This design comes from an exercise in tuning for a short achievable clock period and few clock cycles on the open sky130 flow, not from production work. Only simulation tests tie the RTL to the original design; equivalence was not proved. Power and IR drop assume default switching activity.

==> inputs of job 2167 <==
==> flow/design.v (excerpt) <==
module mips_single_cycle
(rst, clk, inst_adr, inst, data_adr, data_in,
 data_out, mem_read, mem_write);
Settings: LEC_CHECK=0, CAP_MARGIN=20, CORE_MARGIN=2, CORE_UTILIZATION=55, SLEW_MARGIN=20, SYNTH_HIERARCHICAL=1; clock period 11.0 ns.
standard.sh (not shown) runs the stock make flow with config.mk's settings and CLKGATE_MAP_FILE= SYNTH_SCRIPT=/design/flow/synth_recipe.tcl, a recipe that flattens the netlist after the stock synthesis.
==> flow/flow/run.sh <==
#!/bin/bash
set -euo pipefail
export SETUP_SLACK_MARGIN=${SETUP_MARGIN_NS:-7.5}
export BUFFER_PORTS_ARGS="-buffer_cell sky130_fd_sc_hd__buf_8"
bash standard.sh > standard.log 2>&1
==> job 6024: changes against job 2167 <==
--- a/flow/design.v
+++ b/flow/design.v
@@ -237,18 +237,18 @@
   input clk;
   output [W-1:0] d_out;
   reg [W-1:0] d_out;
   always @(posedge clk)
     d_out <= d_in;
 endmodule
-module reg_file (wr_data, sel1, x1, sel2, x2, wr_en, clr, clk, rd1, rd2);
+module reg_file (wr_data, sel1, x1, sel2, x2, wr_reg, reg_write, clr, clk, rd1, rd2);
   input [31:0] wr_data;
   input [31:0] sel1, sel2;
   input [31:0] x1, x2;
-  input [31:0] wr_en;       
-  input clr, clk;
+  input [4:0] wr_reg;
+  input reg_write, clr, clk;
   output [31:0] rd1, rd2;
   reg [31:0] register_file [1:31];
   integer i;
   wire [32*32-1:0] words1, words2;
   assign words1[31:0] = x1;
   assign words2[31:0] = x2;
@@ -259,17 +259,17 @@
       assign words2[k*32+31:k*32] = register_file[k];
     end
   endgenerate
   sel32 R1(words1, sel1, rd1);
   sel32 R2(words2, sel2, rd2);
   always @(posedge clk)
-    for (i = 1; i < 32; i = i + 1)
-      if (clr == 1'b1)
+    if (clr == 1'b1)
+      for (i = 1; i < 32; i = i + 1)
         register_file[i] <= 32'd0;
-      else if (wr_en[i] == 1'b1)
-        register_file[i] <= wr_data;
+    else if (reg_write == 1'b1 && wr_reg != 5'd0)
+      register_file[wr_reg] <= wr_data;
 endmodule
 module shl2 (d_in, d_out);
   input [31:0] d_in;
   output [31:0] d_out;
   assign d_out = d_in << 2;
 endmodule
@@ -309,34 +309,33 @@
   reg         e_we, e_load, e_store, e_beqc;
   reg  [4:0]  e_wr;
   reg  [31:0] e_btarget;
   reg  [31:0] m_res, m_sd;
   reg         m_we, m_load, m_store;
   reg  [4:0]  m_wr;
-  reg  [31:0] m_wen;         
   wire [31:0] pc4;
   wire pc4_co;
   adder_32b #(30) PCINC(pc[31:2], 30'd0, 1'b1, pc4_co, pc4[31:2]);
   assign pc4[1:0] = pc[1:0];
   wire [5:0]  f_op = inst[31:26];
   wire [4:0]  f_rs = inst[25:21];
   wire [4:0]  f_rt = inst[20:16];
   wire        f_j   = (f_op == 6'b000010) | (f_op == 6'b000011);
   wire        f_jal = (f_op == 6'b000011);
   wire        f_beq_u = (f_op == 6'b000100) & (f_rs == f_rt);
-  wire [8:0] f_lo;
-  adder_32b #(8) FADD(pc[9:2], inst[7:0], 1'b1, f_lo[8], f_lo[7:0]);
+  wire [10:0] f_lo;
+  adder_32b #(10) FADD(pc[11:2], inst[9:0], 1'b1, f_lo[10], f_lo[9:0]);
   wire        f_sgn = inst[15];
-  wire        f_bfast = f_beq_u & (inst[15:8] == {8{f_sgn}});
-  wire [21:0] pc_hi_inc, pc_hi_dec;
+  wire        f_bfast = f_beq_u & (inst[15:10] == {6{f_sgn}});
+  wire [19:0] pc_hi_inc, pc_hi_dec;
   wire        hi_co1, hi_co2;
-  adder_32b #(22) HINC(pc[31:10], 22'd0, 1'b1, hi_co1, pc_hi_inc);
-  adder_32b #(22) HDEC(pc[31:10], {22{1'b1}}, 1'b0, hi_co2, pc_hi_dec);
-  wire [21:0] f_bt_hi = (f_lo[8] == f_sgn) ? pc[31:10] : (f_lo[8] ? pc_hi_inc : pc_hi_dec);
+  adder_32b #(20) HINC(pc[31:12], 20'd0, 1'b1, hi_co1, pc_hi_inc);
+  adder_32b #(20) HDEC(pc[31:12], {20{1'b1}}, 1'b0, hi_co2, pc_hi_dec);
+  wire [19:0] f_bt_hi = (f_lo[10] == f_sgn) ? pc[31:12] : (f_lo[10] ? pc_hi_inc : pc_hi_dec);
   wire [31:0] f_jtarget = {pc4[31:28], inst[25:0], 2'b00};
-  wire [31:0] f_btarget = {f_bt_hi, f_lo[7:0], pc[1:0]};
+  wire [31:0] f_btarget = {f_bt_hi, f_lo[9:0], pc[1:0]};
   wire uses_rs, uses_rt, dec_we, dst_rd, dst_31, alu_imm,
        is_load, is_store, is_beq, is_jr, is_jal,
        op_add, op_sub, op_and, op_or, op_slt;
   controller CU(d_ir, uses_rs, uses_rt, dec_we, dst_rd, dst_31, alu_imm,
                 is_load, is_store, is_beq, is_jr, is_jal,
                 op_add, op_sub, op_and, op_or, op_slt);
@@ -368,13 +367,13 @@
     for (k = 1; k < 32; k = k + 1) begin
       sel_a[k] = (f_rs == k);
       sel_b[k] = (f_rt == k);
     end
   end
   wire [31:0] rd_a, rd_b;
-  reg_file RF(m_wdata, sel_a, 32'd0, sel_b, 32'd0, m_wen, rst_q, clk, rd_a, rd_b);
+  reg_file RF(m_wdata, sel_a, 32'd0, sel_b, 32'd0, m_wr, m_we, rst_q, clk, rd_a, rd_b);
   wire [31:0] f_opa, f_opb;
   mux2to1_32b OPA(rd_a, xv_a, xs_a, f_opa);
   mux2to1_32b OPB(rd_b, xv_b, xs_b, f_opb);
   wire [31:0] rdy_a = d_rfa;
   wire [31:0] rdy_b = d_rfb;
   wire [31:0] mr_a = fl_a ? data_in : d_rfa;
@@ -498,14 +497,12 @@
     end else begin
       m_we <= e_we; m_load <= e_load; m_store <= e_store;
     end
     m_res <= e_res;
     m_sd  <= e_sd;
     m_wr  <= e_wr;
-    for (k = 0; k < 32; k = k + 1)
-      m_wen[k] <= ~rst & e_we & (e_wr == k) & (k != 0);
   end
   reg_plain #(32) PCO(pc_next, clk, inst_adr);
   reg_plain #(32) DAO(e_res, clk, data_adr);
   reg_plain #(1)  MRO(~rst & e_load, clk, mem_read);
   assign data_out  = m_sd;
   assign mem_write = m_store;
==> job 3207: changes against job 2167 <==
--- a/flow/design.v
+++ b/flow/design.v
@@ -304,12 +304,13 @@
   reg         fe_a, fe_b;    
   reg         fl_a, fl_b;    
   reg         e_valid;
   reg  [31:0] e_a, e_b, e_sd;
   reg         e_add, e_sub, e_and, e_or, e_slt;
   reg         e_we, e_load, e_store, e_beqc;
+  reg         e_jrchk;       
   reg  [4:0]  e_wr;
   reg  [31:0] e_btarget;
   reg  [31:0] m_res, m_sd;
   reg         m_we, m_load, m_store;
   reg  [4:0]  m_wr;
   reg  [31:0] m_wen;         
@@ -384,13 +385,15 @@
   wire [31:0] b_other = alu_imm ? imm : (is_jal ? 32'd0 : mr_b);
   wire rs_eq_rt = (rs == rt);
   wire stall = d_valid & e_load & ((uses_rs & fe_a) | (uses_rt & fe_b));
   wire f_jr31 = (f_op == 6'b000110) & (f_rs == 5'd31) & ~n_fe_a & ~(n_fm_a & e_load);
   wire e_eq_sd;
   eq32 EEQ(e_a, e_sd, e_eq_sd);
-  wire e_redir = e_valid & e_beqc & e_eq_sd;
+  wire e_eq_bt;
+  eq32 JEQ(e_a, e_btarget, e_eq_bt);
+  wire e_redir = e_valid & ((e_beqc & e_eq_sd) | (e_jrchk & ~e_eq_bt));
   wire [31:0] d_btarget;
   wire d_bt_co;
   adder_32b #(30) DADD(d_pc4[31:2], imm[29:0], 1'b0, d_bt_co, d_btarget[31:2]);
   assign d_btarget[1:0] = d_pc4[1:0];
   wire [31:0] kk = fe_a ? rdy_b : rdy_a;
   wire [31:0] sy = e_sub ? ~e_b : e_b;
@@ -403,22 +406,18 @@
   eq32 REQ(rdy_a, rdy_b, rdy_eq_o);
   wire e_eq = (e_add | e_sub) ? sum_eq_o : bit_eq_o;
   wire e_fast = e_add | e_sub | e_and | e_or;
   wire d_resolvable = ~(fl_a & ~fe_a) & ~(fl_b & ~fe_b)
                       & (~(fe_a | fe_b) | e_fast);
   wire d_eq = (fe_a | fe_b) ? e_eq : rdy_eq_o;
-  wire jr_ok;
-  eq32 JEQ(rdy_a, d_pred, jr_ok);
   wire d_beqc = is_beq & ~rs_eq_rt;
   wire d_taken = d_beqc & d_resolvable & d_eq;
   wire d_act = d_valid & ~stall & ~e_redir;
   wire d_jr  = d_act & is_jr & ~d_fredir;             
   wire d_bu  = d_act & is_beq & rs_eq_rt & ~d_fredir;  
-  wire d_redir_o = d_valid & ~stall &
-                 ((~d_fredir & ((is_beq & rs_eq_rt) | is_jr)) |
-                  (d_fredir & is_jr & ~jr_ok));
+  wire d_redir_o = d_valid & ~stall & ~d_fredir & ((is_beq & rs_eq_rt) | is_jr);
   wire g_com = d_beqc & d_resolvable & d_valid & ~stall & ~e_redir & ~rst;
   wire g_e   = g_com & (fe_a | fe_b);
   wire d_taken_go;
   ao222 DTG(g_e & (e_add | e_sub), sum_eq_o,
             g_e & ~(e_add | e_sub), bit_eq_o,
             g_com & ~(fe_a | fe_b), rdy_eq_o, d_taken_go);
@@ -426,19 +425,19 @@
   always @(posedge clk) rst_q <= rst;
   wire d_jr_e = d_jr & fe_a;                   
   wire d_rest = e_redir | stall | (d_redir_o & ~d_jr_e);
   reg [31:0] pc_rest;
   always @* begin
     if (e_redir)
-      pc_rest = e_btarget;
+      pc_rest = e_jrchk ? e_a : e_btarget;
     else if (stall)
       pc_rest = pc;
     else if (d_jr)
       pc_rest = mr_a;
     else
-      pc_rest = is_jr ? rdy_a : d_btarget;
+      pc_rest = d_btarget;
   end
   wire s_f = ~rst & ~d_rest & ~d_jr_e;    
   wire [7:0] pc_sel;
   assign pc_sel[0] = 1'b0;
   assign pc_sel[1] = d_jr_e & ~rst;
   assign pc_sel[2] = d_rest & ~rst;
@@ -475,25 +474,27 @@
     end
   end
   always @(posedge clk) begin
     if (rst | ~d_go) begin
       e_valid <= 1'b0;
       e_we <= 1'b0; e_load <= 1'b0; e_store <= 1'b0; e_beqc <= 1'b0;
+      e_jrchk <= 1'b0;
     end else begin
       e_valid <= 1'b1;
       e_we <= d_we;
       e_load <= is_load;
       e_store <= is_store;
       e_beqc <= d_beqc & ~d_resolvable;
+      e_jrchk <= is_jr & d_fredir;
     end
     e_a  <= (fe_a & ~is_jal) ? e_res : a_other;
     e_b  <= (fe_b & ~alu_imm & ~is_jal) ? e_res : b_other;
     e_sd <= fe_b ? e_res : mr_b;
     e_add <= op_add; e_sub <= op_sub; e_and <= op_and; e_or <= op_or; e_slt <= op_slt;
     e_wr <= wr;
-    e_btarget <= d_btarget;
+    e_btarget <= is_jr ? d_pred : d_btarget;
   end
   always @(posedge clk) begin
     if (rst) begin
       m_we <= 1'b0; m_load <= 1'b0; m_store <= 1'b0;
     end else begin
       m_we <= e_we; m_load <= e_load; m_store <= e_store;
==> flow/flow/run.sh (replaced) <==
#!/bin/bash
set -euo pipefail
export SETUP_SLACK_MARGIN=${SETUP_MARGIN_NS:-7.7}
export BUFFER_PORTS_ARGS="-buffer_cell sky130_fd_sc_hd__buf_8"
bash standard.sh > standard.log 2>&1
Settings changed: CORE_UTILIZATION 55 to 65.
==> comparison <==
- Job 3207 finished with timing, DRC and antenna clean. Job 6024 ran to the end with no violations. Job 2167 passed the timing, DRC and antenna checks.
- Cell area: job 2167 < job 3207 < job 6024.
- The highest core utilization belongs to job 3207, the lowest to job 2167.
- The lowest sequential share of layout area belongs to job 2167, the highest to job 6024.
- Of job 2167 and job 3207, job 3207 has the higher total power (gap about 1.5%, measured against job 3207).
- The lowest global-route usage belongs to job 2167, the highest to job 3207.
- Die area: job 3207 < job 2167 < job 6024.
- Clock-buffer cell count, highest first: job 2167, job 3207, job 6024.
- Against job 6024, the register-to-register slack of job 2167 is better by 0.07 ns.
Testbench counts of job 2167, summed over its fixed seeds: cycles 272,817.
Testbench counts of job 6024, summed over its fixed seeds: cycles 272,817.
Testbench counts of job 3207, summed over its fixed seeds: cycles 272,817.

========
==> job 9758: inputs <==
Another version of the RTL of mips_single_cycle (not shown whole).
export LEC_CHECK = 0
export CAP_MARGIN = 20
export CORE_MARGIN = 2
export CORE_UTILIZATION = 55
export SLEW_MARGIN = 20
export SYNTH_HIERARCHICAL = 1
create_clock -name core_clock -period 11.0 [get_ports {clk}]
==> flow/flow/run.sh <==
#!/bin/bash
set -euo pipefail
export SETUP_SLACK_MARGIN=${SETUP_MARGIN_NS:-7.5}
bash standard.sh > standard.log 2>&1
==> inputs of job 102, as changes to job 9758 <==
--- a/flow/design.v
+++ b/flow/design.v
@@ -190,12 +190,27 @@
       nor2m U0(l2[0], l2[1], l3[0]);
       nor2m U1(l2[2], l2[3], l3[1]);
       nand2m U2(l3[0], l3[1], y[b]);
     end
   endgenerate
 endmodule
+module sel8 (d, sel, y);
+  input [8*32-1:0] d;
+  input [7:0] sel;
+  output [31:0] y;
+  genvar b, i;
+  generate
+    for (b = 0; b < 32; b = b + 1) begin : bit_
+      wire [3:0] l1;
+      for (i = 0; i < 4; i = i + 1) begin : a
+        aoi22 U(sel[2*i], d[(2*i)*32+b], sel[2*i+1], d[(2*i+1)*32+b], l1[i]);
+      end
+      nand4m U(l1[0], l1[1], l1[2], l1[3], y[b]);
+    end
+  endgenerate
+endmodule
 module mux2to1_5b (i0, i1, sel, y);
   input [4:0] i0, i1;
   input sel;
   output [4:0] y;
   assign y = (sel==1'b1) ? i1 : i0;
 endmodule
@@ -387,30 +402,39 @@
   wire d_redir_o = d_valid & ~stall &
                  ((~d_fredir & ((is_beq & rs_eq_rt) | is_jr)) |
                   (d_fredir & is_jr & ~jr_ok));
   wire d_taken_go = d_taken & d_valid & ~stall & ~e_redir & ~rst;
   wire d_go = d_valid & ~stall & ~e_redir;    
   always @(posedge clk) rst_q <= rst;
-  wire [31:0] f_next = f_j ? f_jtarget : f_jr31 ? ra_pred : (f_bfast ? f_btarget : pc4);
+  wire d_jr_e = d_jr & fe_a;                   
+  wire d_rest = e_redir | stall | (d_redir_o & ~d_jr_e);
   reg [31:0] pc_rest;
   always @* begin
-    if (rst)
-      pc_rest = 32'd0;
-    else if (d_jr)
-      pc_rest = fwd_a;
-    else if (e_redir)
+    if (e_redir)
       pc_rest = e_btarget;
     else if (stall)
       pc_rest = pc;
-    else if (d_redir_o)
-      pc_rest = (is_jr ? rdy_a : d_btarget);
+    else if (d_jr)
+      pc_rest = mr_a;
     else
-      pc_rest = f_next;
+      pc_rest = is_jr ? rdy_a : d_btarget;
   end
-  wire [31:0] pc_next;
-  mux2to1_32b PCM(pc_rest, d_btarget, d_taken_go, pc_next);
+  wire s_f = ~rst & ~d_rest & ~d_jr_e;    
+  wire [7:0] pc_sel;
+  assign pc_sel[0] = 1'b0;
+  assign pc_sel[1] = d_jr_e & ~rst;
+  assign pc_sel[2] = d_rest & ~rst;
+  assign pc_sel[3] = s_f & f_j;
+  assign pc_sel[4] = s_f & f_jr31;
+  assign pc_sel[5] = s_f & f_bfast;
+  assign pc_sel[6] = s_f & ~f_j & ~f_jr31 & ~f_bfast;
+  assign pc_sel[7] = 1'b0;
+  wire [31:0] pc_sel_o, pc_next;
+  sel8 PCS({32'd0, pc4, f_btarget, ra_pred, f_jtarget, pc_rest, e_res, 32'd0},
+           pc_sel, pc_sel_o);
+  mux2to1_32b PCM(pc_sel_o, d_btarget, d_taken_go, pc_next);
   always @(posedge clk) pc <= pc_next;
   always @(posedge clk)
     d_valid <= ~rst & ~e_redir & (stall ? d_valid : ~(d_redir_o | (d_taken & d_valid)));
   always @(posedge clk) begin
     if (f_jal) ra_pred <= pc4;
     d_rfa <= f_opa;
==> flow/flow/run.sh (replaced) <==
#!/bin/bash
set -euo pipefail
export SETUP_SLACK_MARGIN=${SETUP_MARGIN_NS:-7.5}
export BUFFER_PORTS_ARGS="-buffer_cell sky130_fd_sc_hd__buf_8"
bash standard.sh > standard.log 2>&1
==> inputs of job 3946, as changes to job 9758 <==
--- a/flow/design.v
+++ b/flow/design.v
@@ -81,12 +81,17 @@
 endmodule
 module eq32 (a, b, eq);
   input [31:0] a, b;
   output eq;
   assign eq = (a == b);
 endmodule
+module ao222 (a1, b1, a2, b2, a3, b3, y);
+  input a1, b1, a2, b2, a3, b3;
+  output y;
+  assign y = (a1 & b1) | (a2 & b2) | (a3 & b3);
+endmodule
 module alu_controller (alu_op, func, operation);
   input [1:0] alu_op;
   input [5:0] func;
   output [2:0] operation;
   reg [2:0] operation;
   always @(alu_op, func)
@@ -190,12 +195,27 @@
       nor2m U0(l2[0], l2[1], l3[0]);
       nor2m U1(l2[2], l2[3], l3[1]);
       nand2m U2(l3[0], l3[1], y[b]);
     end
   endgenerate
 endmodule
+module sel8 (d, sel, y);
+  input [8*32-1:0] d;
+  input [7:0] sel;
+  output [31:0] y;
+  genvar b, i;
+  generate
+    for (b = 0; b < 32; b = b + 1) begin : bit_
+      wire [3:0] l1;
+      for (i = 0; i < 4; i = i + 1) begin : a
+        aoi22 U(sel[2*i], d[(2*i)*32+b], sel[2*i+1], d[(2*i+1)*32+b], l1[i]);
+      end
+      nand4m U(l1[0], l1[1], l1[2], l1[3], y[b]);
+    end
+  endgenerate
+endmodule
 module mux2to1_5b (i0, i1, sel, y);
   input [4:0] i0, i1;
   input sel;
   output [4:0] y;
   assign y = (sel==1'b1) ? i1 : i0;
 endmodule
@@ -209,18 +229,26 @@
     if (sclr==1'b1)
       d_out <= 32'd0;
     else if (ld)
       d_out <= d_in;
   end
 endmodule
-module reg_file (wr_data, sel1, x1, sel2, x2, wr_reg, reg_write, clr, clk, rd1, rd2);
+module reg_plain #(parameter W = 32) (d_in, clk, d_out);
+  input [W-1:0] d_in;
+  input clk;
+  output [W-1:0] d_out;
+  reg [W-1:0] d_out;
+  always @(posedge clk)
+    d_out <= d_in;
+endmodule
+module reg_file (wr_data, sel1, x1, sel2, x2, wr_en, clr, clk, rd1, rd2);
   input [31:0] wr_data;
   input [31:0] sel1, sel2;
   input [31:0] x1, x2;
-  input [4:0] wr_reg;
-  input reg_write, clr, clk;
+  input [31:0] wr_en;       
+  input clr, clk;
   output [31:0] rd1, rd2;
   reg [31:0] register_file [1:31];
   integer i;
   wire [32*32-1:0] words1, words2;
   assign words1[31:0] = x1;
   assign words2[31:0] = x2;
@@ -231,17 +259,17 @@
       assign words2[k*32+31:k*32] = register_file[k];
     end
   endgenerate
   sel32 R1(words1, sel1, rd1);
   sel32 R2(words2, sel2, rd2);
   always @(posedge clk)
-    if (clr == 1'b1)
-      for (i = 1; i < 32; i = i + 1)
+    for (i = 1; i < 32; i = i + 1)
+      if (clr == 1'b1)
         register_file[i] <= 32'd0;
-    else if (reg_write == 1'b1 && wr_reg != 5'd0)
-      register_file[wr_reg] <= wr_data;
+      else if (wr_en[i] == 1'b1)
+        register_file[i] <= wr_data;
 endmodule
 module shl2 (d_in, d_out);
   input [31:0] d_in;
   output [31:0] d_out;
   assign d_out = d_in << 2;
 endmodule
@@ -276,38 +304,40 @@
   reg         fe_a, fe_b;    
   reg         fl_a, fl_b;    
   reg         e_valid;
   reg  [31:0] e_a, e_b, e_sd;
   reg         e_add, e_sub, e_and, e_or, e_slt;
   reg         e_we, e_load, e_store, e_beqc;
+  reg         e_jrchk;       
   reg  [4:0]  e_wr;
   reg  [31:0] e_btarget;
   reg  [31:0] m_res, m_sd;
   reg         m_we, m_load, m_store;
   reg  [4:0]  m_wr;
+  reg  [31:0] m_wen;         
   wire [31:0] pc4;
   wire pc4_co;
   adder_32b #(30) PCINC(pc[31:2], 30'd0, 1'b1, pc4_co, pc4[31:2]);
   assign pc4[1:0] = pc[1:0];
   wire [5:0]  f_op = inst[31:26];
   wire [4:0]  f_rs = inst[25:21];
   wire [4:0]  f_rt = inst[20:16];
   wire        f_j   = (f_op == 6'b000010) | (f_op == 6'b000011);
   wire        f_jal = (f_op == 6'b000011);
   wire        f_beq_u = (f_op == 6'b000100) & (f_rs == f_rt);
-  wire [10:0] f_lo;
-  adder_32b #(10) FADD(pc[11:2], inst[9:0], 1'b1, f_lo[10], f_lo[9:0]);
+  wire [8:0] f_lo;
+  adder_32b #(8) FADD(pc[9:2], inst[7:0], 1'b1, f_lo[8], f_lo[7:0]);
   wire        f_sgn = inst[15];
-  wire        f_bfast = f_beq_u & (inst[15:10] == {6{f_sgn}});
-  wire [19:0] pc_hi_inc, pc_hi_dec;
+  wire        f_bfast = f_beq_u & (inst[15:8] == {8{f_sgn}});
+  wire [21:0] pc_hi_inc, pc_hi_dec;
   wire        hi_co1, hi_co2;
-  adder_32b #(20) HINC(pc[31:12], 20'd0, 1'b1, hi_co1, pc_hi_inc);
-  adder_32b #(20) HDEC(pc[31:12], {20{1'b1}}, 1'b0, hi_co2, pc_hi_dec);
-  wire [19:0] f_bt_hi = (f_lo[10] == f_sgn) ? pc[31:12] : (f_lo[10] ? pc_hi_inc : pc_hi_dec);
+  adder_32b #(22) HINC(pc[31:10], 22'd0, 1'b1, hi_co1, pc_hi_inc);
+  adder_32b #(22) HDEC(pc[31:10], {22{1'b1}}, 1'b0, hi_co2, pc_hi_dec);
+  wire [21:0] f_bt_hi = (f_lo[8] == f_sgn) ? pc[31:10] : (f_lo[8] ? pc_hi_inc : pc_hi_dec);
   wire [31:0] f_jtarget = {pc4[31:28], inst[25:0], 2'b00};
-  wire [31:0] f_btarget = {f_bt_hi, f_lo[9:0], pc[1:0]};
+  wire [31:0] f_btarget = {f_bt_hi, f_lo[7:0], pc[1:0]};
   wire uses_rs, uses_rt, dec_we, dst_rd, dst_31, alu_imm,
        is_load, is_store, is_beq, is_jr, is_jal,
        op_add, op_sub, op_and, op_or, op_slt;
   controller CU(d_ir, uses_rs, uses_rt, dec_we, dst_rd, dst_31, alu_imm,
                 is_load, is_store, is_beq, is_jr, is_jal,
                 op_add, op_sub, op_and, op_or, op_slt);
@@ -339,13 +369,13 @@
     for (k = 1; k < 32; k = k + 1) begin
       sel_a[k] = (f_rs == k);
       sel_b[k] = (f_rt == k);
     end
   end
   wire [31:0] rd_a, rd_b;
-  reg_file RF(m_wdata, sel_a, 32'd0, sel_b, 32'd0, m_wr, m_we, rst_q, clk, rd_a, rd_b);
+  reg_file RF(m_wdata, sel_a, 32'd0, sel_b, 32'd0, m_wen, rst_q, clk, rd_a, rd_b);
   wire [31:0] f_opa, f_opb;
   mux2to1_32b OPA(rd_a, xv_a, xs_a, f_opa);
   mux2to1_32b OPB(rd_b, xv_b, xs_b, f_opb);
   wire [31:0] rdy_a = d_rfa;
   wire [31:0] rdy_b = d_rfb;
   wire [31:0] mr_a = fl_a ? data_in : d_rfa;
@@ -355,13 +385,15 @@
   wire [31:0] b_other = alu_imm ? imm : (is_jal ? 32'd0 : mr_b);
   wire rs_eq_rt = (rs == rt);
   wire stall = d_valid & e_load & ((uses_rs & fe_a) | (uses_rt & fe_b));
   wire f_jr31 = (f_op == 6'b000110) & (f_rs == 5'd31) & ~n_fe_a & ~(n_fm_a & e_load);
   wire e_eq_sd;
   eq32 EEQ(e_a, e_sd, e_eq_sd);
-  wire e_redir = e_valid & e_beqc & e_eq_sd;
+  wire e_eq_bt;
+  eq32 JEQ(e_a, e_btarget, e_eq_bt);
+  wire e_redir = e_valid & ((e_beqc & e_eq_sd) | (e_jrchk & ~e_eq_bt));
   wire [31:0] d_btarget;
   wire d_bt_co;
   adder_32b #(30) DADD(d_pc4[31:2], imm[29:0], 1'b0, d_bt_co, d_btarget[31:2]);
   assign d_btarget[1:0] = d_pc4[1:0];
   wire [31:0] kk = fe_a ? rdy_b : rdy_a;
   wire [31:0] sy = e_sub ? ~e_b : e_b;
@@ -374,46 +406,56 @@
   eq32 REQ(rdy_a, rdy_b, rdy_eq_o);
   wire e_eq = (e_add | e_sub) ? sum_eq_o : bit_eq_o;
   wire e_fast = e_add | e_sub | e_and | e_or;
   wire d_resolvable = ~(fl_a & ~fe_a) & ~(fl_b & ~fe_b)
                       & (~(fe_a | fe_b) | e_fast);
   wire d_eq = (fe_a | fe_b) ? e_eq : rdy_eq_o;
-  wire jr_ok;
-  eq32 JEQ(rdy_a, d_pred, jr_ok);
   wire d_beqc = is_beq & ~rs_eq_rt;
   wire d_taken = d_beqc & d_resolvable & d_eq;
   wire d_act = d_valid & ~stall & ~e_redir;
   wire d_jr  = d_act & is_jr & ~d_fredir;             
   wire d_bu  = d_act & is_beq & rs_eq_rt & ~d_fredir;  
-  wire d_redir_o = d_valid & ~stall &
-                 ((~d_fredir & ((is_beq & rs_eq_rt) | is_jr)) |
-                  (d_fredir & is_jr & ~jr_ok));
-  wire d_taken_go = d_taken & d_valid & ~stall & ~e_redir & ~rst;
+  wire d_redir_o = d_valid & ~stall & ~d_fredir & ((is_beq & rs_eq_rt) | is_jr);
+  wire g_com = d_beqc & d_resolvable & d_valid & ~stall & ~e_redir & ~rst;
+  wire g_e   = g_com & (fe_a | fe_b);
+  wire d_taken_go;
+  ao222 DTG(g_e & (e_add | e_sub), sum_eq_o,
+            g_e & ~(e_add | e_sub), bit_eq_o,
+            g_com & ~(fe_a | fe_b), rdy_eq_o, d_taken_go);
   wire d_go = d_valid & ~stall & ~e_redir;    
   always @(posedge clk) rst_q <= rst;
-  wire [31:0] f_next = f_j ? f_jtarget : f_jr31 ? ra_pred : (f_bfast ? f_btarget : pc4);
+  wire d_jr_e = d_jr & fe_a;                   
+  wire d_rest = e_redir | stall | (d_redir_o & ~d_jr_e);
   reg [31:0] pc_rest;
   always @* begin
-    if (rst)
-      pc_rest = 32'd0;
-    else if (d_jr)
-      pc_rest = fwd_a;
-    else if (e_redir)
-      pc_rest = e_btarget;
+    if (e_redir)
+      pc_rest = e_jrchk ? e_a : e_btarget;
     else if (stall)
       pc_rest = pc;
-    else if (d_redir_o)
-      pc_rest = (is_jr ? rdy_a : d_btarget);
+    else if (d_jr)
+      pc_rest = mr_a;
     else
-      pc_rest = f_next;
+      pc_rest = d_btarget;
   end
-  wire [31:0] pc_next;
-  mux2to1_32b PCM(pc_rest, d_btarget, d_taken_go, pc_next);
+  wire s_f = ~rst & ~d_rest & ~d_jr_e;    
+  wire [7:0] pc_sel;
+  assign pc_sel[0] = 1'b0;
+  assign pc_sel[1] = d_jr_e & ~rst;
+  assign pc_sel[2] = d_rest & ~rst;
+  assign pc_sel[3] = s_f & f_j;
+  assign pc_sel[4] = s_f & f_jr31;
+  assign pc_sel[5] = s_f & f_bfast;
+  assign pc_sel[6] = s_f & ~f_j & ~f_jr31 & ~f_bfast;
+  assign pc_sel[7] = 1'b0;
+  wire [31:0] pc_sel_o, pc_next;
+  sel8 PCS({32'd0, pc4, f_btarget, ra_pred, f_jtarget, pc_rest, e_res, 32'd0},
+           pc_sel, pc_sel_o);
+  mux2to1_32b PCM(pc_sel_o, d_btarget, d_taken_go, pc_next);
   always @(posedge clk) pc <= pc_next;
   always @(posedge clk)
-    d_valid <= ~rst & ~e_redir & (stall ? d_valid : ~(d_redir_o | (d_taken & d_valid)));
+    d_valid <= ~rst & ~e_redir & (stall ? d_valid : ~(d_redir_o | d_taken_go));
   always @(posedge clk) begin
     if (f_jal) ra_pred <= pc4;
     d_rfa <= f_opa;
     d_rfb <= f_opb;
     if (stall) begin
       fe_a <= 1'b0;
@@ -432,40 +474,44 @@
     end
   end
   always @(posedge clk) begin
     if (rst | ~d_go) begin
       e_valid <= 1'b0;
       e_we <= 1'b0; e_load <= 1'b0; e_store <= 1'b0; e_beqc <= 1'b0;
+      e_jrchk <= 1'b0;
     end else begin
       e_valid <= 1'b1;
       e_we <= d_we;
       e_load <= is_load;
       e_store <= is_store;
       e_beqc <= d_beqc & ~d_resolvable;
+      e_jrchk <= is_jr & d_fredir;
     end
     e_a  <= (fe_a & ~is_jal) ? e_res : a_other;
     e_b  <= (fe_b & ~alu_imm & ~is_jal) ? e_res : b_other;
     e_sd <= fe_b ? e_res : mr_b;
     e_add <= op_add; e_sub <= op_sub; e_and <= op_and; e_or <= op_or; e_slt <= op_slt;
     e_wr <= wr;
-    e_btarget <= d_btarget;
+    e_btarget <= is_jr ? d_pred : d_btarget;
   end
   always @(posedge clk) begin
     if (rst) begin
       m_we <= 1'b0; m_load <= 1'b0; m_store <= 1'b0;
     end else begin
       m_we <= e_we; m_load <= e_load; m_store <= e_store;
     end
     m_res <= e_res;
     m_sd  <= e_sd;
     m_wr  <= e_wr;
+    for (k = 0; k < 32; k = k + 1)
+      m_wen[k] <= ~rst & e_we & (e_wr == k) & (k != 0);
   end
-  assign inst_adr  = pc;
-  assign data_adr  = m_res;
+  reg_plain #(32) PCO(pc_next, clk, inst_adr);
+  reg_plain #(32) DAO(e_res, clk, data_adr);
+  reg_plain #(1)  MRO(~rst & e_load, clk, mem_read);
   assign data_out  = m_sd;
-  assign mem_read  = m_load;
   assign mem_write = m_store;
 endmodule
 module mips_single_cycle
 (rst, clk, inst_adr, inst, data_adr, data_in,
  data_out, mem_read, mem_write);
   input rst, clk;
==> flow/flow/run.sh (replaced) <==
#!/bin/bash
set -euo pipefail
export SETUP_SLACK_MARGIN=${SETUP_MARGIN_NS:-7.5}
export BUFFER_PORTS_ARGS="-buffer_cell sky130_fd_sc_hd__buf_8"
bash standard.sh > standard.log 2>&1
==> comparison table <==
| quantity | job 9758 | job 3946 | job 102 |
|---|---|---|---|
| Biggest fanout along the worst timing path | 6 | 8 | 24 |
| Clock transition at the registers of the reported paths | 60 ps | 90 ps | 60 ps |
| Logic depth of the worst path, buffers included | 8 | 13 | 12 |
| Total iterations of the first detailed-routing run | 7 | 8 | 7 |
| Overall power consumption | 18.6 mW | 17.2 mW | 17.7 mW |
| Number of well taps | 2189 | 2204 | 2175 |
| Portion of the clock cycle consumed by the worst path in the final layout | 39.8% | 34.7% | 35.6% |
| End of the worst register-to-register path | DP.pc[25] | DP.PCO.d_out[14] | DP.pc[17] |
| Post-route minimum period | 4380 ps | 3820 ps | 3910 ps |
| Run status | complete, no violations | complete, no violations | complete, no violations |
| Slowest cell on crit path | or4b_4 | o22ai_4 | dfxtp_1 |
| Share of power burned in registers | 36.9% | 37.0% | 38.7% |
| GRT met2 Usage | 68.5% | 63.3% | 67.1% |
Testbench counts of job 9758, summed over its fixed seeds: cycles 272,817.
Testbench counts of job 102, summed over its fixed seeds: cycles 272,817.
Testbench counts of job 3946, summed over its fixed seeds: cycles 272,817.

[separate check: timing with driven ports]
Ports are ideal in the flow. The routed layouts listed here were re-timed in OpenROAD. Step 1 assumes that a clkbuf_16 drives the clock port and a buf_2 every other input. Step 2, shift: input delay + t, output delay - t, t = (earliest + latest rising clock arrival at the registers) / 2. This alone moves slack from input paths to output paths. a / b / c = ideal ports / drivers / drivers and shift; a / b = the first two.
run	t (ns)	setup slack, ns	worst setup path at the end	slew at the worst register clock pin (ns)
job 2167	0.911	7.209 / 7.193 / 6.282	input to register	0.08 / 0.08
job 6024	0.931	7.135 / 7.071 / 6.140	input to register	0.07 / 0.07
job 3207	0.926	6.957 / 6.804 / 5.878	input to register	0.08 / 0.08
job 9758	0.949	6.622 / 6.682 / 5.733	input to register	0.07 / 0.07
job 102	0.930	7.088 / 6.982 / 6.051	input to register	0.07 / 0.07
job 3946	0.928	7.179 / 7.149 / 6.221	input to register	0.09 / 0.09
After both steps every run listed still meets setup and hold. For job 3207, which loses most, drivers alone change the setup slack by -0.153 ns; drivers and shift together by -1.079 ns.
